From an optimization exercise on the open Yosys and OpenROAD flow, aimed at small area; shortcuts taken in it are not production practice.
Function was checked by simulation only, so behaviour that the tests miss may differ from the original.
Power and IR drop assume default switching activity.

==> flow/design.v <==
module debounce #(
    parameter N = 19,
    parameter [N-1:0] TAPS = 19'b000_0000_0000_0001_0011
    )
    (
    input wire clk,
    input wire rst,
    input wire i_btn,
    output reg o_state,
    output wire o_ondn,
    output wire o_onup
    );
    reg sync_0, sync_1;
    always @(posedge clk) sync_0 <= rst ? 1'b0 : i_btn;
    always @(posedge clk) sync_1 <= rst ? 1'b0 : sync_0;
    reg [N-1:0] stage;
    wire [N-1:0] INV;
    genvar g;
    generate for (g = 0; g < N; g = g + 1) begin : pol
        assign INV[g] = g % 2;
    end endgenerate
    wire [N-1:0] counter = stage ^ INV;
    wire idle = (o_state == sync_1);
    wire clr  = rst | idle;
    wire low0 = ~|counter[N-2:0];
    wire max  = counter[N-1] & low0;
    wire fb   = counter[N-1] ^ (^(counter & TAPS)) ^ low0;
    wire [N-1:0] next = {counter[N-2:0], fb} & {N{~clr}};
    always @(posedge clk)
        stage <= next ^ INV;
    always @(posedge clk)
    if (rst)
        o_state <= 1'b0;
    else if (!idle && max)
        o_state <= ~o_state;
    assign o_ondn = ~idle & max & ~o_state;
    assign o_onup = ~idle & max & o_state;
endmodule
module rocket
#(
    parameter [7:0] K_DOWN = 8'h1B,
    parameter [7:0] K_UP   = 8'h1D,
    parameter [7:0] K_STOP = 8'h1C,
    parameter [7:0] IH = 205           
    )
    (
    input wire i_clk,
    input wire rst,
    input wire hold,           
    input wire strobe,         
    input wire moved,          
    input wire [7:0] keycode,
    output reg [7:0] h
    );
    reg [1:0] movement;
    wire lo_ok  = ~lt12(h, 12'd20);
    wire hi_ok  = ~lt12(12'd222, h);
    function automatic lt12(input [11:0] a, input [11:0] b);
        integer i; reg r;
        begin
            r = 1'b0;
            for (i = 0; i < 12; i = i + 1)
                r = (~a[i] & b[i]) | (~(a[i] & ~b[i]) & r);
            lt12 = r;
        end
    endfunction
    function automatic [7:0] step5(input [7:0] a, input up);
        integer i; reg k; reg [7:0] z, c;
        begin
            z = a ^ {8{~up}};
            c = 8'd5;
            k = 1'b0;
            for (i = 0; i < 8; i = i + 1) begin
                step5[i] = a[i] ^ c[i] ^ k;
                k = (z[i] & c[i]) | (k & (z[i] | c[i]));
            end
        end
    endfunction
    always @(posedge i_clk)
    if (rst)
    begin
        h <= IH;
        movement <= 0;
    end
    else
    begin
        if (hold)
            h <= IH;
        if (strobe) begin
            if (keycode == K_DOWN)
                movement <= 1;
            else if (keycode == K_UP & lo_ok)
                movement <= 2;
            else if (keycode == K_STOP & lo_ok)
                movement <= 0;
        end
        if (moved) begin
            if (movement == 1 && hi_ok)
                h <= step5(h, 1'b1);
            else if (movement == 2 && lo_ok)
                h <= step5(h, 1'b0);
        end
    end
endmodule
module ball #(
    parameter KIND = 0,
    parameter IX = 300,
    parameter IY = 380,
    parameter XW = 12          
    )
    (
    input wire i_clk,
    input wire rst,
    input wire toggle,         
    input wire mode_nz,        
    input wire animate,
    input wire com,            
    input wire par,            
    input wire [7:0] p1lo,     
    input wire [7:0] p1hi,     
    input wire p1neg,          
    input wire [7:0] p2lo,
    input wire [7:0] p2hi,
    input wire p2neg,
    output reg [XW-1:0] x,
    output reg [8:0] y,
    output reg endgame,
    output wire [8:0] livesA,  
    output wire [8:0] livesB   
    );
    function automatic lt12(input [11:0] a, input [11:0] b);
        integer i; reg r;
        begin
            r = 1'b0;
            for (i = 0; i < 12; i = i + 1)
                r = (~a[i] & b[i]) | (~(a[i] & ~b[i]) & r);
            lt12 = r;
        end
    endfunction
    function automatic [11:0] step12(input [11:0] a, input [1:0] c, input up);
        integer i; reg k; reg [11:0] z, cc;
        begin
            z = a ^ {12{~up}};
            cc = {10'd0, c};
            k = 1'b0;
            for (i = 0; i < 12; i = i + 1) begin
                step12[i] = a[i] ^ cc[i] ^ k;
                k = (z[i] & cc[i]) | (k & (z[i] | cc[i]));
            end
        end
    endfunction
    reg [2:0] LA, LB;
    assign livesA = {{6{LA[2] & LA[1]}}, LA};
    assign livesB = {{6{LB[2] & LB[1]}}, LB};
    wire [2:0] LAm1 = {LA[2] ^ ~(LA[1] | LA[0]), LA[1] ^ ~LA[0], ~LA[0]};
    wire [2:0] LBm1 = {LB[2] ^ ~(LB[1] | LB[0]), LB[1] ^ ~LB[0], ~LB[0]};
    wire LAis1 = LA == 3'd1;
    wire LBis1 = LB == 3'd1;
    reg x_dir, y_dir;
    reg [1:0] incx, incy;
    wire [1:0] incx1 = {incx[1] ^ incx[0], ~incx[0]};
    wire [1:0] incy1 = {incy[1] ^ incy[0], ~incy[0]};
    wire [11:0] X = x;
    wire [11:0] Y = y;
    wire [11:0] YH = y[8:1];
    wire hy1 = (p1neg | ~lt12(YH, p1lo)) & ~lt12({p1hi, 1'b0}, Y);
    wire hy2 = (p2neg | ~lt12(YH, p2lo)) & ~lt12({p2hi, 1'b0}, Y);
    wire hit1 = ~lt12(X, 12'd10) & ~lt12(12'd31, X) & hy1;         
    wire hit2 = ~lt12(X, 12'd611) & ~lt12(12'd4085, X) & hy2;      
    wire x_up, y_up;
    wire x_st, x_dn, y_st, y_dn;
    debounce detecty(.clk(i_clk), .rst(rst), .i_btn(y_dir), .o_state(y_st), .o_ondn(y_dn), .o_onup(y_up));
    debounce detectx(.clk(i_clk), .rst(rst), .i_btn(x_dir), .o_state(x_st), .o_ondn(x_dn), .o_onup(x_up));
    wire edgeL = (KIND == 2) ? lt12(X, 12'd342) : lt12(X, 12'd12);
    wire edgeR = (KIND == 1) ? ~lt12(X, 12'd299) : ~lt12(X, 12'd629);
    always @(posedge i_clk)
    if (rst)
    begin
        endgame <= 0;
        LA <= 5;
        LB <= 5;
        x <= IX;
        y <= IY;
        x_dir <= 0;
        y_dir <= 0;
        incx <= 1;
        incy <= 1;
    end
    else
    begin
        if (edgeL && toggle)
        begin
            if (KIND == 2)
                x_dir <= 1;
            else
            begin
                if (KIND == 0) begin
                    LB <= LBm1;
                    if (LBis1) endgame <= 1;
                end else begin
                    LA <= LAm1;
                    if (LAis1) endgame <= 1;
                end
                x <= IX;
                y <= IY;
                x_dir <= ~par;
                y_dir <= 0;
                incx <= 1;
                incy <= 1;
            end
        end
        if (edgeR && toggle)
        begin
            if (KIND == 1)
                x_dir <= 0;
            else
            begin
                LA <= LAm1;
                if (LAis1) endgame <= 1;
                x <= IX;
                y <= IY;
                x_dir <= ~par;
                y_dir <= 0;
                incx <= 1;
                incy <= 1;
            end
        end
        if (x_up & incx != 3)
            incx <= incx1;
        if (y_up & incy != 3) begin
            incy <= incy1;
            if (com & incx != 3)
                incx <= incx1;
        end
        if (!mode_nz) begin
            x <= IX;
            y <= IY;
            x_dir <= ~par;
            y_dir <= 0;
            incx <= 1;
            incy <= 1;
        end
        if (animate && !endgame && mode_nz && (KIND == 0 || toggle))
        begin
            x <= step12(X, incx, x_dir);
            y <= step12(Y, incy, y_dir);
            if (lt12(Y, 12'd12))
                y_dir <= 1;
            if (~lt12(Y, 12'd469))
                y_dir <= 0;
            if (KIND != 2 && hit1)
                x_dir <= 1;
            if (KIND != 1 && hit2)
                x_dir <= 0;
        end
    end
endmodule
`timescale 1ns / 1ps
module game(
    input wire [1:0] mode,
    input wire CLK,  
    input wire rst,  
    input wire [7:0] keycode,  
    input wire switch,
    input wire animate,  
    input wire [9:0] x,  
    input wire [8:0] y,  
    output reg [3:0] VGA_R,  
    output reg [3:0] VGA_G,  
    output reg [3:0] VGA_B,  
    output wire [2:0] endgame,  
    output wire [8:0] lives1,lives2
    );
    function automatic lt12(input [11:0] a, input [11:0] b);
        integer i; reg r;
        begin
            r = 1'b0;
            for (i = 0; i < 12; i = i + 1)
                r = (~a[i] & b[i]) | (~(a[i] & ~b[i]) & r);
            lt12 = r;
        end
    endfunction
    function automatic [11:0] addsub12(input [11:0] a, input [11:0] c, input up);
        integer i; reg k; reg [11:0] z;
        begin
            z = a ^ {12{~up}};
            k = 1'b0;
            for (i = 0; i < 12; i = i + 1) begin
                addsub12[i] = a[i] ^ c[i] ^ k;
                k = (z[i] & c[i]) | (k & (z[i] | c[i]));
            end
        end
    endfunction
    wire mode_nz = |mode;
    reg par;
    always @(posedge CLK) par <= rst ? 1'b0 : ~par;
    wire hold = endgame[0] | ~mode_nz;
    wire strobe = animate & ~hold;
    reg moved;
    always @(posedge CLK) moved <= rst ? 1'b0 : strobe;
    wire [7:0] h1, h2;       
    rocket #(.K_DOWN(8'h1B), .K_UP(8'h1D), .K_STOP(8'h1C)) R1(
        .i_clk(CLK), .rst(rst), .hold(hold), .strobe(strobe), .moved(moved),
        .keycode(keycode), .h(h1));
    rocket #(.K_DOWN(8'h72), .K_UP(8'h75), .K_STOP(8'h6B)) R2(
        .i_clk(CLK), .rst(rst), .hold(hold), .strobe(strobe), .moved(moved),
        .keycode(keycode), .h(h2));
    wire [11:0] p1lo = addsub12(h1, 12'd20, 1'b0), p1hi = addsub12(h1, 12'd20, 1'b1);
    wire [11:0] p2lo = addsub12(h2, 12'd20, 1'b0), p2hi = addsub12(h2, 12'd20, 1'b1);
    wire p1neg = lt12(h1, 12'd20), p2neg = lt12(h2, 12'd20);
    wire com = keycode[1] | keycode[0];
    wire [11:0] b0x, b1x;
    wire [9:0] b2x;
    wire [8:0] b0y, b1y, b2y;
    wire [8:0] l1A, l2A, unusedB1, unusedB2;
    ball #(.KIND(0), .IX(300), .XW(12)) b0(
        .i_clk(CLK), .rst(rst), .toggle(~switch), .mode_nz(mode_nz), .animate(animate),
        .com(com), .par(par), .p1lo(p1lo[7:0]), .p1hi(p1hi[7:0]), .p1neg(p1neg),
        .p2lo(p2lo[7:0]), .p2hi(p2hi[7:0]), .p2neg(p2neg),
        .x(b0x), .y(b0y), .endgame(endgame[0]), .livesA(lives1), .livesB(lives2));
    ball #(.KIND(1), .IX(300), .XW(12)) b1(
        .i_clk(CLK), .rst(rst), .toggle(switch), .mode_nz(mode_nz), .animate(animate),
        .com(com), .par(par), .p1lo(p1lo[7:0]), .p1hi(p1hi[7:0]), .p1neg(p1neg),
        .p2lo(p2lo[7:0]), .p2hi(p2hi[7:0]), .p2neg(p2neg),
        .x(b1x), .y(b1y), .endgame(endgame[1]), .livesA(l1A), .livesB(unusedB1));
    ball #(.KIND(2), .IX(340), .XW(10)) b2(
        .i_clk(CLK), .rst(rst), .toggle(switch), .mode_nz(mode_nz), .animate(animate),
        .com(com), .par(par), .p1lo(p1lo[7:0]), .p1hi(p1hi[7:0]), .p1neg(p1neg),
        .p2lo(p2lo[7:0]), .p2hi(p2hi[7:0]), .p2neg(p2neg),
        .x(b2x), .y(b2y), .endgame(endgame[2]), .livesA(l2A), .livesB(unusedB2));
    wire [11:0] PX = x, PY = y;
    wire [11:0] pxp9 = addsub12(PX, 12'd9, 1'b1), pxm9 = addsub12(PX, 12'd9, 1'b0);
    wire [11:0] pyp9 = addsub12(PY, 12'd9, 1'b1), pym9 = addsub12(PY, 12'd9, 1'b0);
    wire px_lt9 = lt12(PX, 12'd9), py_lt9 = lt12(PY, 12'd9);
    function automatic ball_at(input [11:0] bx, input [11:0] by,
                               input [11:0] xp, input [11:0] xm, input xlt,
                               input [11:0] yp, input [11:0] ym, input ylt);
        ball_at = ~lt12(bx, 12'd10) & ~lt12(xp, bx) & (xlt | ~lt12(bx, xm)) &
                  ~lt12(by, 12'd10) & ~lt12(yp, by) & (ylt | ~lt12(by, ym));
    endfunction
    wire [11:0] pya = addsub12(PY, 12'd29, 1'b1) >> 1;    
    wire [11:0] pyb = addsub12(PY, 12'd28, 1'b0) >> 1;    
    wire py_lt28 = lt12(PY, 12'd28);
    wire pad1_y = ~lt12(pya, h1) & (py_lt28 | ~lt12(h1, pyb));
    wire pad2_y = ~lt12(pya, h2) & (py_lt28 | ~lt12(h2, pyb));
    wire sq_a = ball_at(b0x, b0y, pxp9, pxm9, px_lt9, pyp9, pym9, py_lt9) & ~switch;
    wire sq_b = ~lt12(PX, 12'd1) & lt12(PX, 12'd20) & pad1_y;
    wire sq_c = ~lt12(PX, 12'd621) & lt12(PX, 12'd640) & pad2_y;
    wire sq_d = ~lt12(PX, 12'd311) & lt12(PX, 12'd330) & ~lt12(PY, 12'd1) & lt12(PY, 12'd480);
    wire sq_e = ball_at(b1x, b1y, pxp9, pxm9, px_lt9, pyp9, pym9, py_lt9) & switch;
    wire sq_f = ball_at(b2x, b2y, pxp9, pxm9, px_lt9, pyp9, pym9, py_lt9) & switch;
    wire draw = sq_a | sq_b | sq_c | (sq_d & switch) | sq_e | sq_f;
    always @(posedge CLK)
    if (rst)
        {VGA_R, VGA_G, VGA_B} <= 12'd0;
    else
    begin
        VGA_R <= {4{draw & (mode == 2'b00)}};
        VGA_G <= {4{draw & (mode == 2'b01)}};
        VGA_B <= {4{draw & (mode == 2'b10)}};
    end
endmodule
==> flow/run.sh <==
#!/bin/bash
# synth_recipe.tcl (not shown) runs the flow's synth.tcl, then flattens the netlist and writes it again
# the make line also repeats each setting of config.mk as NAME=value (left out here)
make -C /OpenROAD-flow-scripts/flow DESIGN_CONFIG=/design/flow/config.mk WORK_HOME=/design/flow/orfs CLKGATE_MAP_FILE= SYNTH_SCRIPT=/design/flow/synth_recipe.tcl finish
==> flow/config.mk <==
export PLATFORM = sky130hd
export DESIGN_NAME = game
export DESIGN_NICKNAME = game
export VERILOG_FILES = /design/flow/design.v
export SDC_FILE = /design/flow/constraint.sdc
export NUM_CORES = 4
export LEC_CHECK = 0
export ABC_AREA = 1
export CAP_MARGIN = 20
export CORE_MARGIN = 2
export CORE_UTILIZATION = 40
export SLEW_MARGIN = 20
==> flow/constraint.sdc <==
create_clock -name core_clock -period 10.0 [get_ports {CLK}]
set_input_delay 2.0000 -clock core_clock [delete_from_list [all_inputs] [get_ports {CLK}]]
set_output_delay 2.0000 -clock core_clock [all_outputs]
set_load 0.01 [all_outputs]
==> results.txt, run 1 <==
status=timing/DRC/antenna clean; GP Congestion=between 0.8 and 0.9; Syn Nets=~2400; Setup Skew=between 0.03 and 0.04 ns; cts bufs inserted=28; WS Path Type=primary input to flop; synthesis-to-finish area growth=12.60%; Yosys warning count=7; maximum clock insertion buffer count=3; cell area power density=around 140 nW/um2; Synth Area per Inst=about 6.8 um2; final-report setup violation count=0; post-CTS sizing=0; Critical Path Fanout Max=7; wire per inst=about 16 um; worst slew pin tran=~0.86 ns; Antenna Cells=0; Hold Crit Class=flop to flop; global-route wire length before repair=approximately 72 mm; 1st-iter DRT viols=1167; Routed Antenna Nets=0; Vias=approximately 15000; slew margin rel.=0.4256; PnR worst setup slack=5.097 ns; Vert. Die Dim=around 200 um; share of layout cells above drive strength 1=0.04868; post-route cell area=17230 um2; die width=~200 um; core area=around 38000 um2; number of synthesized flops with an enable pin=0; leading area contributor after synthesis=dfxtp_1; Reg clk slew, reported paths=around 0.060 ns; ys flop type=dfxtp_1; Total GRT Usage=0.2264; final net count=approximately 2400; Initial Util=0.4062; Synth top area share=0.3285; largest net degree at the start of global routing=51; TNS Setup=0 ns; pre-CTS setup slack=4.533 ns; worst vdd ir=approximately 0.15 mV; Post-CTS Setup Inserts=0; I/O Buffers=65; top-count cell post-synth=nand2_1; CTS root buffer=clkbuf_16; GRT overflow=0; Synth area leaders=dfxtp_1, nand2_1, ha_1; final count of pins violating max slew=0; Fin. Hold Viols=0; Post-synth top cells=nand2_1, inv_1, dfxtp_1; max cap viols=0; Hold Path Cell Cnt=1; Final Non-Filler Cells=between 2000 and 3000; Final Cycle Share=0.4903; min Tclk post-route=about 4.9 ns; initial antenna violation count=0; static leakage=0.008010 uW; RSZ-0062 raised after global routing=no; first-pass detailed-route iteration total=6; I/O pins=66; FP Rows=71; CTS tree=built; sequential share of the synthesized area=0.3285; vias in the first global route=13620; register bit total from synthesis=between 200 and 300; WL final=around 44 mm; DP HPWL=34.04 mm; synthesized instance count=approximately 2200; CTS H-Tree Depth=1; worst reg2reg path depth=14; endpoint type of the worst setup path=flop; synth unique cells=roughly 60; Crit path arrival time=roughly 5.4 ns; CP required=roughly 10 ns; FMAX=203.9 MHz; Fillers=~3900; die area=between 30000 and 40000 um2; DR vias/cell=between 5 and 6; Post-DP Area=approximately 16000 um2; ys async rst share=0; synthesized cell area=between 15000 and 20000 um2; hold_buf cts=0; worst skew pair latency=about 0.58 ns; Post-Place Cells=2741; CP Launch Type=primary input; drt drc=0; # clock sinks=251
-- placed cells by master, fill, tap and decap left out, types with 23 or more instances in the layout --
cell and count:
o22ai_1 50, nand3_1 104, ha_1 109, dfxtp_1 251
xnor2_1 32, clkdlybuf4s50_1 64, clkbuf_16 28, inv_1 337
o21ai_0 134, nand4_1 24, nor3_1 23, nor2_1 189
a21oi_1 146, nand2_1 532, xor2_1 23
-- path summary, 6_finish.rpt --
path                           startpoint                           end  slack, ns
max                                  x[0]           VGA_B[0]$_SDFF_PP0_       5.10
max reg2reg            R2.h[2]$_SDFF_PP1_            R2.h[7]$_SDFF_PP1_       6.38
min reg2reg  b2.detectx.stage[12]$_DFF_P_  b2.detectx.stage[13]$_DFF_P_       0.37
min          b2.detectx.stage[12]$_DFF_P_  b2.detectx.stage[13]$_DFF_P_       0.37
-- worst max-delay path: stages --
cell and delay [ns]:
clkdlybuf4s50_1 0.62, inv_1 0.11, ha_1 0.22, ha_1 0.20, inv_1 0.06, ha_1 0.13, inv_1 0.04, ha_1 0.17
ha_1 0.18, ha_1 0.18, ha_1 0.18, ha_1 0.18, ha_1 0.29, inv_1 0.14, a22oi_1 0.09, nand2_1 0.08
nand2_1 0.06, nand3_1 0.09, nand2_1 0.05, nor2_1 0.09, nand3_1 0.11, nand2_1 0.08, inv_1 0.04
-- cells by family after synthesis --
group                      share of synthesized area
buffers and inverters                         0.1162
and+or+nand+nor                               0.2652
adders and majority gates                    0.09176
xor gates and xnor gates                     0.03149
muxes                                       0.001309
DFF                                           0.3285
AOI/OAI and AO/OA                             0.1655
-- per-stage QoR --
| step | total power, uW | utilization | hold slack [ns] |
|---|---|---|---|
| finish | 2449 | 0.4573 | 0.3739 |
| global route | 2557 | 0.4573 | 0.3799 |
| CTS | 2469 | 0.4573 | 0.3517 |
| detailed placement | 1348 | 0.4304 | 0.3683 |
| global placement | 1345 | 0.4302 | 0.3662 |
| floorplan | 1260 | - | 0.3611 |
-- sequential cells by signal, indices dropped and copies added (netlist names), 10 cells and up --
register          cells
b0.detectx.stage     19
b0.detecty.stage     19
b0.x                 12
b1.detectx.stage     19
b1.detecty.stage     19
b1.x                 12
b2.detectx.stage     19
b2.detecty.stage     19
b2.x                 10
-- cell type report --
class | instances | area, um2 | share of cell area
Sequential cell | 251 | 5025 | 0.2917
Tap cell | 511 | 639.4 | 0.03712
Multi-Input combinational cell | 1546 | 8502 | 0.4935
Inverter | 365 | 1376 | 0.07990
Timing Repair Buffer | 68 | 668.1 | 0.03879
Clock inverter | 10 | 180.2 | 0.01046
Clock buffer | 40 | 835.8 | 0.04852
-- routing by layer --
layer / routed length (um) / track usage
met2: 19680 / 0.3655
met1: 20260 / 0.3091
met4: 1582 / 0.08011
met3: 2896 / 0.02987
met5: 0 / 0
-- report_power, final --
group,internal (uW),switching [uW]
clock,683,434
sequential,1010,32.2
combinational,103,184
==> inputs of run 2 (changes only) <==
--- a/flow/design.v
+++ b/flow/design.v
@@ -343,13 +343,14 @@
     wire py_lt28 = lt12(PY, 12'd28);
     wire pad1_y = ~lt12(pya, h1) & (py_lt28 | ~lt12(h1, pyb));
     wire pad2_y = ~lt12(pya, h2) & (py_lt28 | ~lt12(h2, pyb));
-    wire sq_a = ball_at(b0x, b0y, pxp9, pxm9, px_lt9, pyp9, pym9, py_lt9) & ~switch;
+    wire [11:0] bax = switch ? b1x : b0x;
+    wire [8:0]  bay = switch ? b1y : b0y;
+    wire sq_ae = ball_at(bax, bay, pxp9, pxm9, px_lt9, pyp9, pym9, py_lt9);
     wire sq_b = ~lt12(PX, 12'd1) & lt12(PX, 12'd20) & pad1_y;
     wire sq_c = ~lt12(PX, 12'd621) & lt12(PX, 12'd640) & pad2_y;
     wire sq_d = ~lt12(PX, 12'd311) & lt12(PX, 12'd330) & ~lt12(PY, 12'd1) & lt12(PY, 12'd480);
-    wire sq_e = ball_at(b1x, b1y, pxp9, pxm9, px_lt9, pyp9, pym9, py_lt9) & switch;
     wire sq_f = ball_at(b2x, b2y, pxp9, pxm9, px_lt9, pyp9, pym9, py_lt9) & switch;
-    wire draw = sq_a | sq_b | sq_c | (sq_d & switch) | sq_e | sq_f;
+    wire draw = sq_ae | sq_b | sq_c | (sq_d & switch) | sq_f;
     always @(posedge CLK)
     if (rst)
         {VGA_R, VGA_G, VGA_B} <= 12'd0;
==> results.txt, run 2 <==
status=timing/DRC/antenna clean; synthesis-to-finish area growth=11.72%; Final Non-Filler Cells=approximately 2800; Post-Place Cells=2733; CTS tree=built; drt drc=0; hold_buf cts=0; Synth Area in Adders=0.08956; Vias=roughly 14000; Routed Antenna Nets=0; commonest cells after routing, fill and taps aside=nand2_1, inv_1, dfxtp_1; Synth Area in Simple Gates=0.2809; worst slew pin tran=around 1.2 ns; worst vdd ir=roughly 0.11 mV; post-synthesis compound-gate area fraction=0.1503; GP Congestion=just over 0.9; core area=37760 um2; final count of pins violating max slew=0; endpoint type of the worst setup path=flop; CP max stage cell=clkdlybuf4s50_1; slew margin rel.=0.2121; RSZ-0062 raised after global routing=no; Synth area leaders=dfxtp_1, nand2_1, ha_1; top-count cell post-synth=nand2_1; maximum clock insertion buffer count=3; Power Total=roughly 2300 uW; leading area contributor after synthesis=dfxtp_1; WS Path Type=primary input to flop; Post-synth top cells=nand2_1, inv_1, dfxtp_1; # clock sinks=~250; synthesized cell area=approximately 15000 um2; synth unique cells=70; FP Rows=a little over 70; Total GRT Usage=0.2102; largest family of logic cells by synthesized area=simple AND/OR/NAND/NOR gates; Hold WS=~0.38 ns; static leakage=about 0.008 uW; pre-CTS setup slack=~4.4 ns; Synth Area per Inst=roughly 6.9 um2; final net count=between 2000 and 2500; CP required=between 10 and 15 ns; cell area power density=roughly 140 nW/um2; I/O pins=66; GRT overflow=0; CP Launch Type=primary input; Post-Synth XOR/XNOR Area=0.03483; sequential share of the synthesized area=0.3276; combinational power share=0.120; max cap viols=0; vias in the first global route=approximately 13000; wire per inst=roughly 15 um; final-report setup violation count=0; Final Cycle Share=0.5030; mux contribution to synthesized area=0.001305; Fillers=between 3000 and 4000; min Tclk post-route=a little over 5 ns; ys flop type=dfxtp_1; register bit total from synthesis=about 250; Syn Nets=between 2000 and 2500; die area=~40000 um2; 1st-iter DRT viols=1024; cts bufs inserted=27; share of layout cells above drive strength 1=0.05947; Crit path arrival time=between 5 and 6 ns; commonest non-fill, non-tap cell in the layout=nand2_1; Antenna Cells=0; largest net degree at the start of global routing=53; FMAX=between 150 and 200 MHz; TNS Setup=0 ns; CTS H-Tree Depth=1; Initial Util=0.4063; Reg clk slew, reported paths=approximately 0.06 ns; PnR worst setup slack=4.970 ns; ys async rst share=0; die width=199.8 um; worst skew pair latency=0.56 ns; Synth top area share=0.3276; Vert. Die Dim=199.8 um; number of synthesized flops with an enable pin=0; DR vias/cell=approximately 5; initial antenna violation count=0; Setup Skew=~0.012 ns; Hold Crit Class=flop to flop; WL final=42.17 mm; crit path cell chain=clkdlybuf4s50_1 > inv_1 > ha_1 > ha_1 > inv_1 > ha_1 > inv_1 > ha_1 > ha_1 > ha_1 > ha_1 > ha_1 > ha_1 > a2111oi_0 > nand2_1 > nand2_1 > inv_1 > nand3_1 > nand3_2 > nand2_1 > inv_1; global-route wire length before repair=67.59 mm; slowest stage delay, CP=around 0.54 ns; internal power=between 1500 and 2000 uW; first-pass detailed-route iteration total=5; Critical Path Fanout Max=4; Fin. Hold Viols=0; CTS root buffer=clkbuf_16; synthesized instance count=around 2200; Clk pwr share=0.435; Yosys warning count=7; I/O Buffers=65; DP HPWL=between 30 and 40 mm; post-CTS sizing=0; Critical Path Most Common Cell=ha_1; register share of total power=0.445; Net Sw Power=between 600 and 700 uW; switch share=0.2708; Post-CTS Setup Inserts=0
==> run 2: cell type report <==
class	count	area, um2	area share
repair buffers	68	668.1	0.03899
clock buffers	37	803.3	0.04687
multi-input cells	1545	8543	0.4985
clock inverters	11	107.6	0.006279
well taps	511	639.4	0.03731
inverters	358	1351	0.07885
flip-flops and latches	251	5025	0.2932
==> run 2: worst max-delay path: cells and delay by family <==
| kind | cells | cell delay [ns] |
|---|---|---|
| buffers and inverters | 6 | 0.81 |
| adder cells (fa/ha/maj) | 9 | 1.76 |
| AO/OA/AOI/OAI | 1 | 0.42 |
| AND/OR/NAND/NOR | 5 | 0.51 |
==> run 2: kinds of logic after synthesis <==
family	Yosys count
adder cells (fa/ha/maj)	110
flip-flops	251
buffers and inverters	431
multiplexers	2
XOR/XNOR	61
AND/OR/NAND/NOR	978
AO/OA/AOI/OAI	394
==> run 2: metrics by stage <==
stage | cell area [um2] | utilization
CTS | 17140 | 0.4539
finish | 17140 | 0.4539
detailed placement | 16230 | 0.4298
floorplan | 15340 | -
global placement | 16230 | 0.4298
global route | 17140 | 0.4539
==> run 2: metal layers <==
metal / global-route usage / vias up / wire length, um
met5: 0 / - / 0
met4: 0.05075 / 0 / 744
met3: 0.02907 / 51 / 2358
met2: 0.3552 / 335 / 19230
met1: 0.2831 / 6587 / 19830
li1: - / 7271 / -
==> run 2: final timing paths <==
check | from | endpoint | slack (ns) | cells past startpoint
max reg2reg | R1.h[2]$_SDFF_PP1_ | R1.h[7]$_SDFF_PP1_ | 6.31 | 14
min reg2reg | b2.detectx.stage[6]$_DFF_P_ | b2.detectx.stage[7]$_DFF_P_ | 0.38 | 1
max | x[0] | VGA_B[0]$_SDFF_PP0_ | 4.97 | 21
min | b2.detectx.stage[6]$_DFF_P_ | b2.detectx.stage[7]$_DFF_P_ | 0.38 | 1
==> run 2: power by group through the flow <==
stage               sequential (uW)  combinational [uW]  clock, uW
floorplan                      1040                 214          0
global placement               1060                 275          0
detailed placement             1060                 277          0
CTS                            1040                 279       1040
global route                   1040                 319       1080
finish                         1040                 280       1020
==> inputs of run 3 (changes only) <==
--- a/flow/config.mk
+++ b/flow/config.mk
@@ -9,4 +9,7 @@
 export CAP_MARGIN = 20
 export CORE_MARGIN = 2
 export CORE_UTILIZATION = 40
+export CTS_BUF_LIST = sky130_fd_sc_hd__clkbuf_8
+export CTS_CLUSTER_DIAMETER = 80
+export CTS_CLUSTER_SIZE = 16
 export SLEW_MARGIN = 20
==> results.txt, run 3 <==
status=timing/DRC/antenna clean; Fillers=around 4000; initial antenna violation count=0; endpoint type of the worst setup path=flop; ys flop type=dfxtp_1; Antenna Cells=0; GP Congestion=0.9079; CTS root buffer=clkbuf_8; Net Sw Power=547.8 uW; share of layout cells above drive strength 1=0.04944; top-count cell post-synth=nand2_1; Post-Place Cells=roughly 2700; I/O pins=66; Syn Nets=2369; register bit total from synthesis=between 200 and 300; RSZ-0062 raised after global routing=no; die area=around 40000 um2; FP Rows=slightly above 70; WL final=approximately 42 mm; CTS H-Tree Depth=1; TNS Setup=0 ns; GRT overflow=0; WS Path Type=primary input to flop; global-route wire length before repair=67.36 mm; first-pass detailed-route iteration total=5; wire per inst=around 15 um; largest net degree at the start of global routing=53; FMAX=198.8 MHz; Hold WS=between 0.3 and 0.4 ns; Synth top area share=0.3276; CP Launch Type=primary input; Critical Path Fanout Max=4; Hold Crit Class=flop to flop; static leakage=a little under 0.008 uW; slew margin rel.=0.2162; synthesis-to-finish area growth=7.798%; Vert. Die Dim=~200 um; core area=around 38000 um2; Power Total=1848 uW; combinational power share=0.152; Final Cycle Share=0.5030; internal power=between 1000 and 1500 uW; cts bufs inserted=20; worst vdd ir=about 0.073 mV; hold_buf cts=0; commonest cells after routing, fill and taps aside=nand2_1, inv_1, dfxtp_1; number of synthesized flops with an enable pin=0; final-report setup violation count=0; ys async rst share=0; cell area power density=around 110 nW/um2; Initial Util=0.4063; Routed Antenna Nets=0; Vias=between 10000 and 15000; synth unique cells=70; Reg clk slew, reported paths=roughly 0.10 ns; drt drc=0; Fin. Hold Viols=0; synthesized instance count=about 2200; final net count=approximately 2400; register share of total power=0.562; Crit path arrival time=5.49 ns; leading area contributor after synthesis=dfxtp_1; vias in the first global route=13360; min Tclk post-route=around 5.0 ns; Total GRT Usage=0.2087; CP required=between 10 and 15 ns; commonest non-fill, non-tap cell in the layout=nand2_1; DR vias/cell=5.135; worst skew pair latency=about 0.56 ns; worst slew pin tran=1.146 ns; switch share=0.2964; sequential share of the synthesized area=0.3276; max cap viols=0; Post-CTS Setup Inserts=0; Synth Area per Inst=between 6 and 7 um2; # clock sinks=251; final count of pins violating max slew=0; I/O Buffers=65; Synth area leaders=dfxtp_1, nand2_1, ha_1; Final Non-Filler Cells=about 2800; die width=approximately 200 um; CTS tree=built; Setup Skew=roughly 0.028 ns; synthesized cell area=15340 um2; Yosys warning count=7; maximum clock insertion buffer count=3; Clk pwr share=0.287; 1st-iter DRT viols=slightly above 1000; Post-synth top cells=nand2_1, inv_1, dfxtp_1; post-CTS sizing=0; DP HPWL=approximately 32 mm
run 3: path summary, 6_finish.rpt:
path                            slack (ns)                         start                            to  depth (start not counted)
worst min register to register        0.39  b0.detecty.stage[16]$_DFF_P_  b0.detecty.stage[17]$_DFF_P_                          1
worst min-delay path                  0.39  b0.detecty.stage[16]$_DFF_P_  b0.detecty.stage[17]$_DFF_P_                          1
worst max register to register        6.30            R1.h[2]$_SDFF_PP1_            R1.h[7]$_SDFF_PP1_                         14
worst max-delay path                  4.97                          x[0]           VGA_B[0]$_SDFF_PP0_                         21
run 3: area by class of cell:
class | count | area, um2 | share of cell area
Clock inverter | 3 | 33.78 | 0.002043
Multi-Input combinational cell | 1545 | 8543 | 0.5166
Timing Repair Buffer | 68 | 668.1 | 0.04041
Clock buffer | 20 | 275.3 | 0.01665
Inverter | 358 | 1351 | 0.08172
Tap cell | 511 | 639.4 | 0.03867
Sequential cell | 251 | 5025 | 0.3039
run 3: cell families (layout without fill, tap and decap cells):
logic type	Yosys count	in the layout	share of synthesized area
AO/OA/AOI/OAI	394	394	0.1503
XOR/XNOR	61	61	0.03483
adder cells (fa/ha/maj)	110	110	0.08956
buffers and inverters	431	449	0.1155
flip-flops	251	251	0.3276
multiplexers	2	2	0.001305
AND/OR/NAND/NOR	978	978	0.2809
run 3: power groups by stage:
stage	Clock, uW	Combinational, uW	Sequential [uW]
finish	530	280	1040
CTS	552	279	1040
detailed placement	0	277	1060
global route	585	319	1040
floorplan	0	214	1040
global placement	0	275	1060
run 3: through the flow:
step	worst slack [ns]	cell area (um2)	util
final	4.970	16540	0.4380
after global routing	4.687	16540	0.4380
after CTS	4.993	16540	0.4380
after detailed placement	4.395	16230	0.4298
after global placement	4.437	16230	0.4298
after floorplan	5.329	15340	-
run 3: per-layer routing:
layer,GRT usage,up-vias,share of wire
met3,0.02722,43,0.062
met1,0.2840,6514,0.47
met2,0.3540,367,0.45
met4,0.04280,0,0.016
li1,-,7228,-
met5,0,-,0
run 3: critical path, cell delays in order:
cell and delay, ns:
clkdlybuf4s50_1 0.54, inv_1 0.10, ha_1 0.22, ha_1 0.21
inv_1 0.06, ha_1 0.13, inv_1 0.04, ha_1 0.17
ha_1 0.18, ha_1 0.18, ha_1 0.18, ha_1 0.18
ha_1 0.31, a2111oi_0 0.42, nand2_1 0.10, nand2_1 0.07
inv_1 0.03, nand3_1 0.07, nand3_2 0.16, nand2_1 0.11
inv_1 0.04
==> inputs of run 4 (changes only) <==
==> flow/flow/run.sh (new file) <==
#!/bin/bash
# Own layout flow: the standard flow (standard.sh) with a different ABC
# script in synthesis; every later step is the standard one.
set -euo pipefail
W=$(pwd)
sed "s|SYNTH_SCRIPT=[^ ]*|SYNTH_SCRIPT=$W/flow/synth.tcl|" standard.sh > own_standard.sh
grep -q "SYNTH_SCRIPT=$W/flow/synth.tcl" own_standard.sh
export FLOW_ABC_SCRIPT=$W/flow/abc.script
export BUFFER_PORTS_ARGS="-buffer_cell sky130_fd_sc_hd__buf_1"
bash own_standard.sh > flow_make.log 2>&1
==> flow/flow/abc.script (new file) <==
strash
&get -n
&deepsyn -T 60
&dch -f
&nf -a
&put
==> flow/flow/synth.tcl (new file) <==
# The standard synthesis script (synth_recipe.tcl), with one change: every
# ABC call uses the area-oriented script named by FLOW_ABC_SCRIPT instead of
# ORFS's, which upsizes and buffers for a 10 ps delay target.  Registers are
# untouched by ABC, so their number, names and cells stay the standard ones.
proc synth {args} { yosys synth -nofsm -noshare {*}$args }
proc abc {args} {
  set i [lsearch -exact $args -script]
  if {$i >= 0} { lset args [expr {$i + 1}] $::env(FLOW_ABC_SCRIPT) }
  yosys abc {*}$args
}
source $::env(SCRIPTS_DIR)/synth.tcl
# left out here: clear keep_hierarchy, flatten, clean up, hide names made inside functions, write 1_2_yosys.v
==> flow/standard.sh (new file) <==
#!/bin/bash
# synth_recipe.tcl (not shown) runs the flow's synth.tcl, then flattens the netlist and writes it again
# the make line also repeats each setting of config.mk as NAME=value (left out here)
make -C /OpenROAD-flow-scripts/flow DESIGN_CONFIG=/design/flow/config.mk WORK_HOME=/design/flow/orfs CLKGATE_MAP_FILE= SYNTH_SCRIPT=/design/flow/synth_recipe.tcl "${@:-finish}"
removed: flow/run.sh
==> results.txt, run 4 <==
status=timing/DRC/antenna clean; commonest non-fill, non-tap cell in the layout=dfxtp_1; initial antenna violation count=1; die width=~190 um; CP max stage cell=a311oi_1; Antenna Cells=0; Fin. Hold Viols=0; I/O pins=66; Clk pwr share=0.305; WS Path Type=primary input to flop; drt drc=0; post-CTS sizing=0; worst slew pin tran=between 1 and 1.5 ns; cts bufs inserted=21; DP HPWL=between 20 and 30 mm; register share of total power=0.578; Final Non-Filler Cells=around 2100; Vias=between 10000 and 15000; final net count=between 1500 and 2000; ys flop type=dfxtp_1; I/O Buffers=between 60 and 70; RSZ-0062 raised after global routing=no; Reg clk slew, reported paths=~0.10 ns; final count of pins violating max slew=0; Yosys warning count=7; post-route cell area=approximately 14000 um2; wire per inst=between 15 and 20 um; Synth area leaders=dfxtp_1, ha_1, nor2_1; Post-Place Cells=around 2100; switch share=0.2809; crit path cell chain=buf_1 > clkinv_1 > ha_1 > ha_1 > clkinv_1 > ha_1 > clkinv_1 > ha_1 > ha_1 > ha_1 > ha_1 > ha_1 > ha_1 > o21ai_0 > a21oi_1 > o211ai_1 > a211oi_1 > o21ai_0 > a311oi_1; commonest cells after routing, fill and taps aside=dfxtp_1, nor2_1, nand2_1; 1st-iter DRT viols=around 1100; synthesis-to-finish area growth=7.600%; global-route wire length before repair=around 59 mm; sequential share of the synthesized area=0.3731; slew margin rel.=0.2625; Post-synth top cells=dfxtp_1, nor2_1, nand2_1; internal power=between 1000 and 1500 uW; max cap viols=0; TNS Setup=0 ns; FP Rows=67; Total GRT Usage=0.2087; static leakage=0.005398 uW; Critical Path Fanout Max=6; vias in the first global route=around 11000; min Tclk post-route=about 4.9 ns; # clock sinks=between 200 and 300; worst skew pair latency=roughly 0.57 ns; FMAX=just over 200 MHz; Fillers=roughly 3400; synthesized cell area=roughly 13000 um2; Synth top area share=0.3731; GRT overflow=0; worst vdd ir=slightly above 0.08 mV; CTS H-Tree Depth=1; Critical Path Most Common Cell=ha_1; register bit total from synthesis=251; DR vias/cell=5.572; Initial Util=0.4036; delay-heaviest family, CP=adder cells; die area=around 35000 um2; CP Launch Type=primary input; top-count cell post-synth=dfxtp_1; synthesized instance count=~1600; core area=between 30000 and 40000 um2; PnR worst setup slack=slightly above 5 ns; ys async rst share=0; cell area power density=~120 nW/um2; WL final=between 30 and 40 mm; crit path buf inv count=4; maximum clock insertion buffer count=3; CTS tree=built; Routed Antenna Nets=0; hold_buf cts=0; number of synthesized flops with an enable pin=0; synth unique cells=61; Post-CTS Setup Inserts=0; endpoint type of the worst setup path=flop; leading area contributor after synthesis=dfxtp_1; sequential cell area=~5000 um2; combinational power share=0.117; GP Congestion=around 0.91; Setup Skew=0.03328 ns; final-report setup violation count=0; area taken by multi-input logic gates=a little under 8000 um2; Crit path arrival time=between 5 and 6 ns; CTS root buffer=clkbuf_8; CP required=10.48 ns; slowest stage delay, CP=approximately 0.33 ns; largest net degree at the start of global routing=54; share of layout cells above drive strength 1=0.02027; Vert. Die Dim=187.5 um; first-pass detailed-route iteration total=8; Post-DP Area=14150 um2; Net Sw Power=506.3 uW; Syn Nets=~1700; Synth Area per Inst=8.406 um2; pre-CTS setup slack=between 4 and 5 ns; Hold Crit Class=flop to flop; Final Cycle Share=0.4899; Final Util=0.4343
-- run 4: power groups by stage --
stage               Combinational (uW)  Clock, uW  Sequential, uW
global placement                   205          0            1060
global route                       235        600            1040
CTS                                208        569            1040
floorplan                          145          0            1050
detailed placement                 207          0            1060
finish                             212        549            1040
-- run 4: worst paths after layout --
check / to / start / cells past startpoint / slack, ns
setup reg to reg: R2.h[1]$_SDFF_PP0_ / R2.h[2]$_SDFF_PP1_ / 14 / 6.32
hold reg to reg: b1.detecty.stage[17]$_DFF_P_ / b1.detecty.stage[16]$_DFF_P_ / 1 / 0.38
hold / removal: b1.detecty.stage[17]$_DFF_P_ / b1.detecty.stage[16]$_DFF_P_ / 1 / 0.38
setup / recovery: VGA_B[0]$_SDFF_PP0_ / x[0] / 19 / 5.10
-- run 4: cells by family (layout without fill, tap and decap cells) --
kind of cell,count (synthesis),after routing,synth area share
AND/OR/NAND/NOR,559,559,0.1933
AO/OA/AOI/OAI,406,406,0.1971
flip-flops,251,251,0.3731
buffers and inverters,149,224,0.04766
adder cells (fa/ha/maj),113,113,0.1042
XOR/XNOR,91,91,0.05918
multiplexers,33,33,0.02536
-- run 4: layout make-up --
class / instances / share of cell area
Multi-Input combinational cell: 1202 / 0.5383
Sequential cell: 251 / 0.3468
Tap cell: 448 / 0.03868
Inverter: 127 / 0.03290
Timing Repair Buffer: 71 / 0.02012
Clock buffer: 21 / 0.01995
Clock inverter: 5 / 0.003281
-- run 4: metal layers --
metal	up-vias	part of all wire	GRT usage	wire, um
met1	5475	0.49	0.3039	18110
met5	-	0.00057	0	21
met4	4	0.023	0.05694	869
met2	366	0.43	0.3251	15920
met3	58	0.060	0.02570	2213
li1	5938	-	-	-
-- run 4: per-stage QoR --
stage	hold WS, ns	total power, uW
after floorplan	0.3524	1197
after global placement	0.3593	1269
after detailed placement	0.3599	1271
after CTS	0.3857	1818
after global routing	0.3981	1879
final	0.3811	1802
==> inputs of run 5 (changes only) <==
--- a/flow/flow/run.sh
+++ b/flow/flow/run.sh
@@ -6,5 +6,4 @@
 sed "s|SYNTH_SCRIPT=[^ ]*|SYNTH_SCRIPT=$W/flow/synth.tcl|" standard.sh > own_standard.sh
 grep -q "SYNTH_SCRIPT=$W/flow/synth.tcl" own_standard.sh
 export FLOW_ABC_SCRIPT=$W/flow/abc.script
-export BUFFER_PORTS_ARGS="-buffer_cell sky130_fd_sc_hd__buf_1"
 bash own_standard.sh > flow_make.log 2>&1
==> results.txt, run 5 <==
GRT overflow=0; static leakage=between 0.005 and 0.006 uW; largest net degree at the start of global routing=47; FP Rows=67; WS Path Type=primary input to flop; sequential cell area=5025 um2; Hold Path Cell Cnt=1; wire per inst=about 17 um; first-pass detailed-route iteration total=6; Yosys warning count=7; Crit path arrival time=slightly below 6 ns; TNS Setup=0 ns; Net Sw Power=between 400 and 500 uW; GP Congestion=between 0.9 and 1; CP max stage cell=clkdlybuf4s50_1; synthesized instance count=around 1600; final count of pins violating max slew=0; FMAX=roughly 190 MHz; CTS H-Tree Depth=1; die width=about 190 um; sequential share of the synthesized area=0.3731; register bit total from synthesis=around 250; Syn Nets=1744; Routed Antenna Nets=0; Vert. Die Dim=around 190 um; drt drc=0; cts bufs inserted=20; commonest cells after routing, fill and taps aside=dfxtp_1, nor2_1, nand2_1; ys flop type=dfxtp_1; endpoint type of the worst setup path=flop; Fillers=approximately 3400; share of layout cells above drive strength 1=0.01852; CP required=between 10 and 15 ns; register share of total power=0.583; CTS root buffer=clkbuf_8; Critical Path Start=x[0]; Reg clk slew, reported paths=0.10 ns; Fin. Hold Viols=0; RSZ-0062 raised after global routing=no; Total GRT Usage=0.2048; R2R setup slack=between 6 and 7 ns; DP HPWL=~28 mm; post-CTS sizing=0; core area=approximately 33000 um2; leading area contributor after synthesis=dfxtp_1; initial antenna violation count=0; Hold WS=roughly 0.37 ns; min Tclk post-route=about 5.3 ns; hold path startpoint=b0.detecty.stage[16]$_DFF_P_; WL final=36.94 mm; die area=between 30000 and 40000 um2; 1st-iter DRT viols=between 1000 and 1500; Vias=roughly 12000; crit path cell chain=clkdlybuf4s50_1 > clkinv_1 > ha_1 > ha_1 > clkinv_1 > ha_1 > clkinv_1 > ha_1 > ha_1 > ha_1 > ha_1 > ha_1 > ha_1 > o21ai_0 > a21oi_1 > o211ai_1 > a211oi_1 > o21ai_0 > a311oi_1; slowest stage delay, CP=just under 0.6 ns; final net count=around 1800; global-route wire length before repair=58.86 mm; Post-synth top cells=dfxtp_1, nor2_1, nand2_1; vias in the first global route=around 11000; I/O pins=between 60 and 70; CTS tree=built; hold_buf cts=0; crit path buf inv count=4; slew margin rel.=0.3032; top-count cell post-synth=dfxtp_1; Top Layer Used=met4; commonest non-fill, non-tap cell in the layout=dfxtp_1; Setup Skew=approximately 0.021 ns; delay-heaviest family, CP=adder cells; DR vias/cell=between 5 and 6; routed wl met2=around 16 mm; CP Launch Type=primary input; Antenna Cells=0; internal power=roughly 1300 uW; worst slew pin tran=between 1 and 1.5 ns; worst skew pair latency=about 0.57 ns; Final Cycle Share=0.5309; Final Util=0.4451; met1 wire length=17.85 mm; Clk pwr share=0.295; synthesis-to-finish area growth=10.27%; Initial Util=0.4036; FF-to-FF Start=R2.h[2]$_SDFF_PP1_; ys async rst share=0; Critical Path Fanout Max=6; Synth area leaders=dfxtp_1, ha_1, nor2_1; Synth top area share=0.3731; # clock sinks=251; worst vdd ir=roughly 0.061 mV; Endpoint, Worst Hold=b0.detecty.stage[17]$_DFF_P_; worst reg2reg path depth=14; synthesized cell area=13470 um2; Hold Crit Class=flop to flop; maximum clock insertion buffer count=3; switch share=0.2742; synth unique cells=61; reg-to-reg endpoint=R2.h[1]$_SDFF_PP0_; status=timing/DRC/antenna clean; max cap viols=0; cell area power density=~120 nW/um2; final-report setup violation count=0; Critical Path Most Common Cell=ha_1; DR WL met3=2.195 mm; combinational power share=0.122; I/O Buffers=65; number of synthesized flops with an enable pin=0; Power Total=1788 uW; Synth Area per Inst=8.406 um2; Post-CTS Setup Inserts=0; area taken by multi-input logic gates=between 7000 and 8000 um2
[run 5: cell types whose count changed in the layout (fill, tap and decap cells not counted)]
cell             change
buf_1               -63
buf_2                +2
buf_4                -2
clkbuf_2             -2
clkdlybuf4s50_1     +63
clkinv_2             +2
clkinvlp_4           -1
inv_8                -2
[run 5: worst max-delay path by stage]
stage / endpoint / slack (ns) / cells past startpoint
floorplan: VGA_G[0]$_SDFF_PP0_ / 5.22 / 17
global placement: VGA_R[0]$_SDFF_PP0_ / 4.34 / 19
detailed placement: VGA_B[0]$_SDFF_PP0_ / 4.21 / 19
CTS: VGA_B[0]$_SDFF_PP0_ / 4.76 / 19
global route: VGA_B[0]$_SDFF_PP0_ / 4.40 / 17
finish: VGA_B[0]$_SDFF_PP0_ / 4.69 / 19
[run 5: power by group through the flow]
stage / Sequential (uW) / Combinational (uW) / Clock (uW)
5_1_grt: 1040 / 240 / 584
2_1_floorplan: 1050 / 145 / 0
6_report: 1040 / 218 / 527
4_1_cts: 1040 / 215 / 549
3_5_place_dp: 1070 / 213 / 0
3_3_place_gp: 1070 / 212 / 0
[run 5: through the flow]
step,instances,setup slack (ns),area [um2]
floorplan,1602,5.224,13470
global placement,2097,4.336,14530
detailed placement,2097,4.208,14530
CTS,2122,4.764,14850
global route,2122,4.396,14850
finish,2122,4.691,14850
[run 5: logic make-up (layout without fill, tap and decap cells)]
| kind of cell | after synthesis | in the layout | share of synthesized area |
|---|---|---|---|
| simple gates | 559 | 559 | 0.1933 |
| compound gates | 406 | 406 | 0.1971 |
| flops | 251 | 251 | 0.3731 |
| buf+inv | 149 | 221 | 0.04766 |
| fa+ha+maj | 113 | 113 | 0.1042 |
| xor+xnor | 91 | 91 | 0.05918 |
| mux | 33 | 33 | 0.02536 |
[run 5: cell type report]
cell class / instances / share of cell area
clock buffers: 21 / 0.01946
multi-input cells: 1202 / 0.5253
clock inverters: 4 / 0.001854
repair buffers: 69 / 0.04516
well taps: 448 / 0.03775
flip-flops and latches: 251 / 0.3384
inverters: 127 / 0.03210
[run 5: worst register-to-register path, cell delays in order, from the launching register on]
cell and delay [ns]:
dfxtp_1 0.59, clkinv_1 0.28, ha_1 0.27, clkinv_1 0.04, ha_1 0.14, clkinv_1 0.06, ha_1 0.17, ha_1 0.18
ha_1 0.36, nor3_1 0.58, a21oi_1 0.16, nor2_1 0.34, and2_0 0.31, nand2_1 0.09, o221ai_1 0.08
[run 5: metal layers]
layer	vias up	track usage
li1	5906	-
met2	338	0.3156
met3	54	0.02946
met4	0	0.07177
met1	5622	0.2921
met5	-	0
==> inputs of run 6 (changes only) <==
==> flow/flow/run.sh (replaced) <==
#!/bin/bash
# Own layout flow: the standard flow (standard.sh) with two changes:
# synthesis maps with an area-oriented ABC script (flow/abc.script), and the
# port buffers that global placement inserts on every input and output are
# sky130_fd_sc_hd__buf_1.  Every other step is the standard one.
set -euo pipefail
W=$(pwd)
sed "s|SYNTH_SCRIPT=[^ ]*|SYNTH_SCRIPT=$W/flow/synth.tcl|" standard.sh > own_standard.sh
grep -q "SYNTH_SCRIPT=$W/flow/synth.tcl" own_standard.sh
export FLOW_ABC_SCRIPT=$W/flow/abc.script
export BUFFER_PORTS_ARGS="-buffer_cell sky130_fd_sc_hd__buf_1"
bash own_standard.sh > flow_make.log 2>&1
==> results.txt, run 6 <==
Critical Path Fanout Max=6; share of layout cells above drive strength 1=0.02027; synthesized cell area=13470 um2; initial antenna violation count=1; Reg clk slew, reported paths=roughly 0.1 ns; I/O pins=66; Antenna Cells=0; DP HPWL=between 20 and 30 mm; pre-CTS setup slack=between 4 and 5 ns; cts bufs inserted=21; slowest stage delay, CP=0.33 ns; worst slew pin tran=~1.1 ns; FP Rows=67; Post-Place Cells=roughly 2100; CP Launch Type=primary input; Crit path arrival time=between 5 and 6 ns; post-CTS sizing=0; die area=35150 um2; synthesis-to-finish area growth=7.600%; Initial Util=0.4036; min Tclk post-route=between 4 and 5 ns; reg-to-reg endpoint=R2.h[1]$_SDFF_PP0_; PnR worst setup slack=5.101 ns; RSZ-0062 raised after global routing=no; WS Path Type=primary input to flop; status=timing/DRC/antenna clean; largest net degree at the start of global routing=54; vias in the first global route=11070; Setup Skew=about 0.033 ns; Post-CTS Setup Inserts=0; drt drc=0; Critical Path Most Common Cell=ha_1; cell area power density=124.4 nW/um2; first-pass detailed-route iteration total=8; global-route wire length before repair=about 59 mm; R2R setup slack=6.32 ns; Hold Crit Class=flop to flop; endpoint type of the worst setup path=flop; max cap viols=0; Synth top area share=0.3731; worst skew pair latency=0.57 ns; CTS tree=built; crit path cell chain=buf_1 > clkinv_1 > ha_1 > ha_1 > clkinv_1 > ha_1 > clkinv_1 > ha_1 > ha_1 > ha_1 > ha_1 > ha_1 > ha_1 > o21ai_0 > a21oi_1 > o211ai_1 > a211oi_1 > o21ai_0 > a311oi_1; final count of pins violating max slew=0; Total GRT Usage=0.2087; Yosys warning count=7; register bit total from synthesis=251; leading area contributor after synthesis=dfxtp_1; delay-heaviest family, CP=adder cells; Synth Area per Inst=8.406 um2; worst reg2reg path depth=14; worst vdd ir=0.08067 mV; maximum clock insertion buffer count=3; Syn Nets=between 1500 and 2000; die width=around 190 um; final-report setup violation count=0; crit path buf inv count=4; GRT overflow=0; number of synthesized flops with an enable pin=0; 1st-iter DRT viols=roughly 1100; synthesized instance count=1602; ys async rst share=0; static leakage=between 0.005 and 0.006 uW; Hold WS=approximately 0.38 ns; hold_buf cts=0; CP required=approximately 10 ns; WL final=about 37 mm; CP max stage cell=a311oi_1; core area=approximately 33000 um2; CTS H-Tree Depth=1; Post-synth top cells=dfxtp_1, nor2_1, nand2_1; FMAX=approximately 200 MHz; CTS root buffer=clkbuf_8; Routed Antenna Nets=0; Endpoint, Worst Hold=b1.detecty.stage[17]$_DFF_P_; final net count=between 1500 and 2000; ys flop type=dfxtp_1; wire per inst=roughly 17 um; Vert. Die Dim=between 150 and 200 um; commonest non-fill, non-tap cell in the layout=dfxtp_1; slew margin rel.=0.2625; FF-to-FF Start=R2.h[2]$_SDFF_PP1_; Fin. Hold Viols=0; GP Congestion=~0.9; top-count cell post-synth=dfxtp_1; hold path startpoint=b1.detecty.stage[16]$_DFF_P_; DR vias/cell=approximately 5.6; commonest cells after routing, fill and taps aside=dfxtp_1, nor2_1, nand2_1; synth unique cells=61; I/O Buffers=65; Hold Path Cell Cnt=1; Final Cycle Share=0.4899; Final Util=0.4343; Synth area leaders=dfxtp_1, ha_1, nor2_1; Vias=11840; Final Non-Filler Cells=2125; TNS Setup=0 ns; # clock sinks=around 250; sequential share of the synthesized area=0.3731
[run 6: cell counts after synthesis]
No cell type changed its count.
[run 6: logic make-up (layout without fill, tap and decap cells)]
group / count (synthesis) / after routing / synth area share
AO/OA/AOI/OAI: 406 / 406 / 0.1971
buffers and inverters: 149 / 224 / 0.04766
flip-flops: 251 / 251 / 0.3731
XOR/XNOR: 91 / 91 / 0.05918
adder cells (fa/ha/maj): 113 / 113 / 0.1042
AND/OR/NAND/NOR: 559 / 559 / 0.1933
multiplexers: 33 / 33 / 0.02536
[run 6: worst max path at each step]
stage	start	endpoint	slack (ns)	depth (start not counted)
final	x[0]	VGA_B[0]$_SDFF_PP0_	5.10	19
after global placement	x[0]	VGA_R[0]$_SDFF_PP0_	4.67	19
after floorplan	x[0]	VGA_G[0]$_SDFF_PP0_	5.22	17
after detailed placement	x[0]	VGA_B[0]$_SDFF_PP0_	4.56	19
after global routing	x[0]	VGA_B[0]$_SDFF_PP0_	4.69	19
after CTS	x[0]	VGA_R[0]$_SDFF_PP0_	5.13	19
[run 6: metal layers]
| metal | GRT usage | vias up | part of all wire |
|---|---|---|---|
| li1 | - | 5938 | - |
| met1 | 0.3039 | 5475 | 0.49 |
| met2 | 0.3251 | 366 | 0.43 |
| met3 | 0.02570 | 58 | 0.060 |
| met4 | 0.05694 | 4 | 0.023 |
| met5 | 0 | - | 0.00057 |
[run 6: stage by stage]
stage	power, uW	instance area, um2
2_1_floorplan	1197	13470
3_3_place_gp	1269	14150
3_5_place_dp	1271	14150
4_1_cts	1818	14490
5_1_grt	1879	14490
6_report	1802	14490
[run 6: area by class of cell]
type / count / area (um2)
Multi-Input combinational cell: 1202 / 7800
Fill cell: 3381 / 18870
Sequential cell: 251 / 5025
Timing Repair Buffer: 71 / 291.5
Inverter: 127 / 476.7
Tap cell: 448 / 560.5
Clock inverter: 5 / 47.55
Clock buffer: 21 / 289.0
[run 6: report_power, final]
group / internal, uW / total, uW / switching [uW]
combinational: 83.7 / 212 / 128
clock: 201 / 549 / 348
sequential: 1010 / 1040 / 30.3
total: 1300 / 1800 / 506
==> inputs of run 7 (changes only) <==
--- a/flow/design.v
+++ b/flow/design.v
@@ -41,7 +41,7 @@
     parameter [7:0] K_DOWN = 8'h1B,
     parameter [7:0] K_UP   = 8'h1D,
     parameter [7:0] K_STOP = 8'h1C,
-    parameter [7:0] IH = 205           
+    parameter [7:0] IH = 225           
     )
     (
     input wire i_clk,
@@ -53,8 +53,8 @@
     output reg [7:0] h
     );
     reg [1:0] movement;
-    wire lo_ok  = ~lt12(h, 12'd20);
-    wire hi_ok  = ~lt12(12'd222, h);
+    wire lo_ok  = ~lt12(h, 12'd40);
+    wire hi_ok  = ~lt12(12'd242, h);
     function automatic lt12(input [11:0] a, input [11:0] b);
         integer i; reg r;
         begin
@@ -305,9 +305,9 @@
     rocket #(.K_DOWN(8'h72), .K_UP(8'h75), .K_STOP(8'h6B)) R2(
         .i_clk(CLK), .rst(rst), .hold(hold), .strobe(strobe), .moved(moved),
         .keycode(keycode), .h(h2));
-    wire [11:0] p1lo = addsub12(h1, 12'd20, 1'b0), p1hi = addsub12(h1, 12'd20, 1'b1);
-    wire [11:0] p2lo = addsub12(h2, 12'd20, 1'b0), p2hi = addsub12(h2, 12'd20, 1'b1);
-    wire p1neg = lt12(h1, 12'd20), p2neg = lt12(h2, 12'd20);
+    wire [11:0] p1lo = addsub12(h1, 12'd40, 1'b0), p1hi = h1;
+    wire [11:0] p2lo = addsub12(h2, 12'd40, 1'b0), p2hi = h2;
+    wire p1neg = lt12(h1, 12'd40), p2neg = lt12(h2, 12'd40);
     wire com = keycode[1] | keycode[0];
     wire [11:0] b0x, b1x;
     wire [9:0] b2x;
@@ -338,11 +338,10 @@
         ball_at = ~lt12(bx, 12'd10) & ~lt12(xp, bx) & (xlt | ~lt12(bx, xm)) &
                   ~lt12(by, 12'd10) & ~lt12(yp, by) & (ylt | ~lt12(by, ym));
     endfunction
-    wire [11:0] pya = addsub12(PY, 12'd29, 1'b1) >> 1;    
-    wire [11:0] pyb = addsub12(PY, 12'd28, 1'b0) >> 1;    
-    wire py_lt28 = lt12(PY, 12'd28);
-    wire pad1_y = ~lt12(pya, h1) & (py_lt28 | ~lt12(h1, pyb));
-    wire pad2_y = ~lt12(pya, h2) & (py_lt28 | ~lt12(h2, pyb));
+    wire [11:0] pya = addsub12(PY, 12'd69, 1'b1) >> 1;    
+    wire [11:0] pyb = addsub12(PY, 12'd12, 1'b1) >> 1;    
+    wire pad1_y = ~lt12(pya, h1) & ~lt12(h1, pyb);
+    wire pad2_y = ~lt12(pya, h2) & ~lt12(h2, pyb);
     wire [11:0] bax = switch ? b1x : b0x;
     wire [8:0]  bay = switch ? b1y : b0y;
     wire sq_ae = ball_at(bax, bay, pxp9, pxm9, px_lt9, pyp9, pym9, py_lt9);
==> flow/flow/synth.tcl (replaced) <==
# The standard synthesis script (synth_recipe.tcl), with two changes: every
# ABC call uses the area-oriented script named by FLOW_ABC_SCRIPT instead of
# ORFS's, which upsizes and buffers for a 10 ps delay target; and the
# half/full adder extraction is skipped, so ABC maps that logic too.
# Registers are untouched by both, so their number, names and cells stay the
# standard ones.
proc synth {args} { yosys synth -nofsm -noshare {*}$args }
proc abc {args} {
  set i [lsearch -exact $args -script]
  if {$i >= 0} { lset args [expr {$i + 1}] $::env(FLOW_ABC_SCRIPT) }
  yosys abc {*}$args
}
proc extract_fa {args} { puts "extract_fa skipped" }
source $::env(SCRIPTS_DIR)/synth.tcl
# left out here: clear keep_hierarchy, flatten, clean up, hide names made inside functions, write 1_2_yosys.v
==> results.txt, run 7 <==
Final Cycle Share=0.4671; min Tclk post-route=~4.7 ns; DR vias/cell=slightly below 6; final count of pins violating max slew=0; hold path startpoint=b0.detectx.stage[16]$_DFF_P_; Total GRT Usage=0.2182; drt drc=0; vias in the first global route=between 10000 and 15000; maximum clock insertion buffer count=3; # clock sinks=around 250; worst slew pin tran=approximately 0.98 ns; Post-CTS Setup Inserts=0; register bit total from synthesis=251; endpoint type of the worst setup path=flop; Setup Skew=approximately 0.030 ns; FMAX=approximately 210 MHz; Routed Antenna Nets=0; commonest non-fill, non-tap cell in the layout=dfxtp_1; DR WL met3=around 2.1 mm; DP HPWL=27.57 mm; met1 wire length=around 17 mm; commonest cells after routing, fill and taps aside=dfxtp_1, nor2_1, nand2_1; reg-to-reg endpoint=b0.x[9]$_SDFFE_PP0P_; cell area power density=132.3 nW/um2; worst skew pair latency=slightly below 0.6 ns; ys async rst share=0; leading area contributor after synthesis=dfxtp_1; Initial Util=0.4031; synthesized instance count=roughly 1600; max cap viols=0; global-route wire length before repair=60.35 mm; synth unique cells=62; Critical Path Fanout Max=47; RSZ-0062 raised after global routing=no; post-CTS sizing=0; synthesized cell area=around 13000 um2; worst vdd ir=0.1073 mV; CTS H-Tree Depth=1; Hold Path Cell Cnt=1; Synth area leaders=dfxtp_1, xnor2_1, nor2_1; Hold Crit Class=flop to flop; slew margin rel.=0.3427; final-report setup violation count=0; routed wl met2=16.73 mm; core area=32290 um2; number of synthesized flops with an enable pin=0; WL final=between 30 and 40 mm; R2R setup slack=~6.9 ns; FP Rows=66; Synth Area per Inst=8.010 um2; die width=between 150 and 200 um; Final Util=0.4359; die area=34000 um2; CTS tree=built; CP Launch Type=primary input; Antenna Cells=0; hold_buf cts=0; TNS Setup=0 ns; FF-to-FF Start=b0.x[9]$_SDFFE_PP0P_; first-pass detailed-route iteration total=6; sequential share of the synthesized area=0.3860; 1st-iter DRT viols=1003; Crit path arrival time=around 5.1 ns; Vert. Die Dim=approximately 180 um; CP required=about 10 ns; I/O Buffers=65; Reg clk slew, reported paths=roughly 0.10 ns; ys flop type=dfxtp_1; Top Layer Used=met4; Fin. Hold Viols=0; I/O pins=between 60 and 70; wire per inst=approximately 17 um; pre-CTS setup slack=approximately 4.8 ns; static leakage=0.004787 uW; share of layout cells above drive strength 1=0.02171; Synth top area share=0.3860; Hold WS=between 0.3 and 0.4 ns; top-count cell post-synth=dfxtp_1; initial antenna violation count=0; GP Congestion=0.9143; synthesis-to-finish area growth=8.132%; GRT overflow=0; CTS root buffer=clkbuf_8; status=timing/DRC/antenna clean; PnR worst setup slack=between 5 and 6 ns; Yosys warning count=7; largest net degree at the start of global routing=48; final net count=1730; Endpoint, Worst Hold=b0.detectx.stage[17]$_DFF_P_; cts bufs inserted=22; Post-synth top cells=dfxtp_1, nor2_1, nand2_1; Syn Nets=about 1700; worst reg2reg path depth=7; WS Path Type=primary input to flop; Vias=roughly 12000
## run 7: cell types whose count changed in the layout (fill, tap and decap cells not counted), sizes merged, moves of 17 or more
| cell | before | now |
|---|---|---|
| nor3 | 37 | 60 |
| o21ai | 96 | 113 |
| xnor2 | 53 | 90 |
| nand2 | 169 | 194 |
| clkinv | 127 | 50 |
| nand3 | 17 | 45 |
| o22ai | 42 | 21 |
| a21oi | 93 | 110 |
| ha | 109 | 0 |
## run 7: critical path, stage by stage
cell and delay [ns]:
clkbuf_2 0.08, buf_4 0.46, o211ai_1 0.37, or2_0 0.42, nor3_1 0.48, o21ai_0 0.25, nor3_1 0.42, a21oi_1 0.12
a21oi_1 0.24, and3_1 0.19, nor3_1 0.05
## run 7: how the worst max path moves through the flow
stage | endpoint | depth (start not counted) | from | slack (ns)
after floorplan | VGA_B[0]$_SDFF_PP0_ | 9 | y[2] | 5.82
after global placement | b2.x[9]$_SDFFE_PP0P_ | 11 | switch | 4.87
after detailed placement | b2.x[9]$_SDFFE_PP0P_ | 11 | switch | 4.76
after CTS | b2.x[9]$_SDFFE_PP0P_ | 11 | switch | 5.36
after global routing | b2.x[8]$_SDFFE_PP1P_ | 11 | switch | 5.02
final | b2.x[9]$_SDFFE_PP0P_ | 11 | switch | 5.33
## run 7: final cells by class
type	instances	area, um2
Fill cell	3290	18210
Multi-Input combinational cell	1306	7654
Sequential cell	251	5025
Tap cell	442	553.0
Clock buffer	22	302.8
Timing Repair Buffer	70	284.0
Inverter	46	172.7
Clock inverter	9	83.83
## run 7: routing by layer
metal  vias up  global-route usage
li1       6056                   -
met1      5876              0.2995
met2       400              0.3632
met3        67             0.02272
met4         0             0.06080
met5         -                   0
## run 7: cells by family after synthesis
family / Yosys count / synth area share
AOI/OAI and AO/OA: 431 / 0.2115
xor gates and xnor gates: 137 / 0.09218
adders and majority gates: 2 / 0.001538
buffers and inverters: 68 / 0.02595
DFF: 251 / 0.3860
muxes: 29 / 0.02259
and+or+nand+nor: 707 / 0.2602
## run 7: report_power, final
group          internal, uW  leakage [uW]  switching [uW]
logic                  88.9       0.00256             141
clock network           215      0.000199             367
registers              1010       0.00203            36.9
total                  1320       0.00479             545
## run 7: through the flow
stage | area, um2 | power [uW] | instances
3_3_place_gp | 13690 | 1296 | 2115
6_report | 14070 | 1861 | 2146
4_1_cts | 14070 | 1881 | 2146
5_1_grt | 14070 | 1947 | 2146
3_5_place_dp | 13690 | 1298 | 2115
2_1_floorplan | 13020 | 1215 | 1625

## separate check: timing with driven ports
Ports are ideal in the flow. The routed layouts listed here were re-timed in OpenROAD.
Step 1 sets driving cells, clkbuf_16 on the clock port and buf_2 on the other inputs (assumed; they add their load-dependent delay and slew).
Step 2 also shifts input and output timing later by t, the mid clock arrival at the registers, as if the neighbouring blocks saw the same clock.
Three values: ideal, step 1, step 2; two values: the first two.
run	t (ns)	setup WS [ns]	latest minus earliest clock arrival (ns)	slew at the worst register clock pin (ns)
run 1	0.613	5.097 / 5.123 / 4.510	0.034 / 0.035	0.07 / 0.07
run 2	0.602	4.970 / 4.992 / 4.390	0.015 / 0.016	0.07 / 0.07
run 3	0.595	4.970 / 4.990 / 4.395	0.029 / 0.029	0.11 / 0.11
run 4	0.597	5.101 / 5.124 / 4.527	0.034 / 0.033	0.11 / 0.11
run 5	0.601	4.691 / 4.712 / 4.111	0.031 / 0.031	0.12 / 0.12
run 6	0.597	5.101 / 5.124 / 4.527	0.034 / 0.033	0.11 / 0.11
run 7	0.613	5.329 / 5.353 / 4.740	0.030 / 0.030	0.11 / 0.11
After both steps every run listed still meets setup and hold. For run 7, which loses most, drivers alone change the setup slack by +0.024 ns; drivers and shift together by -0.589 ns.
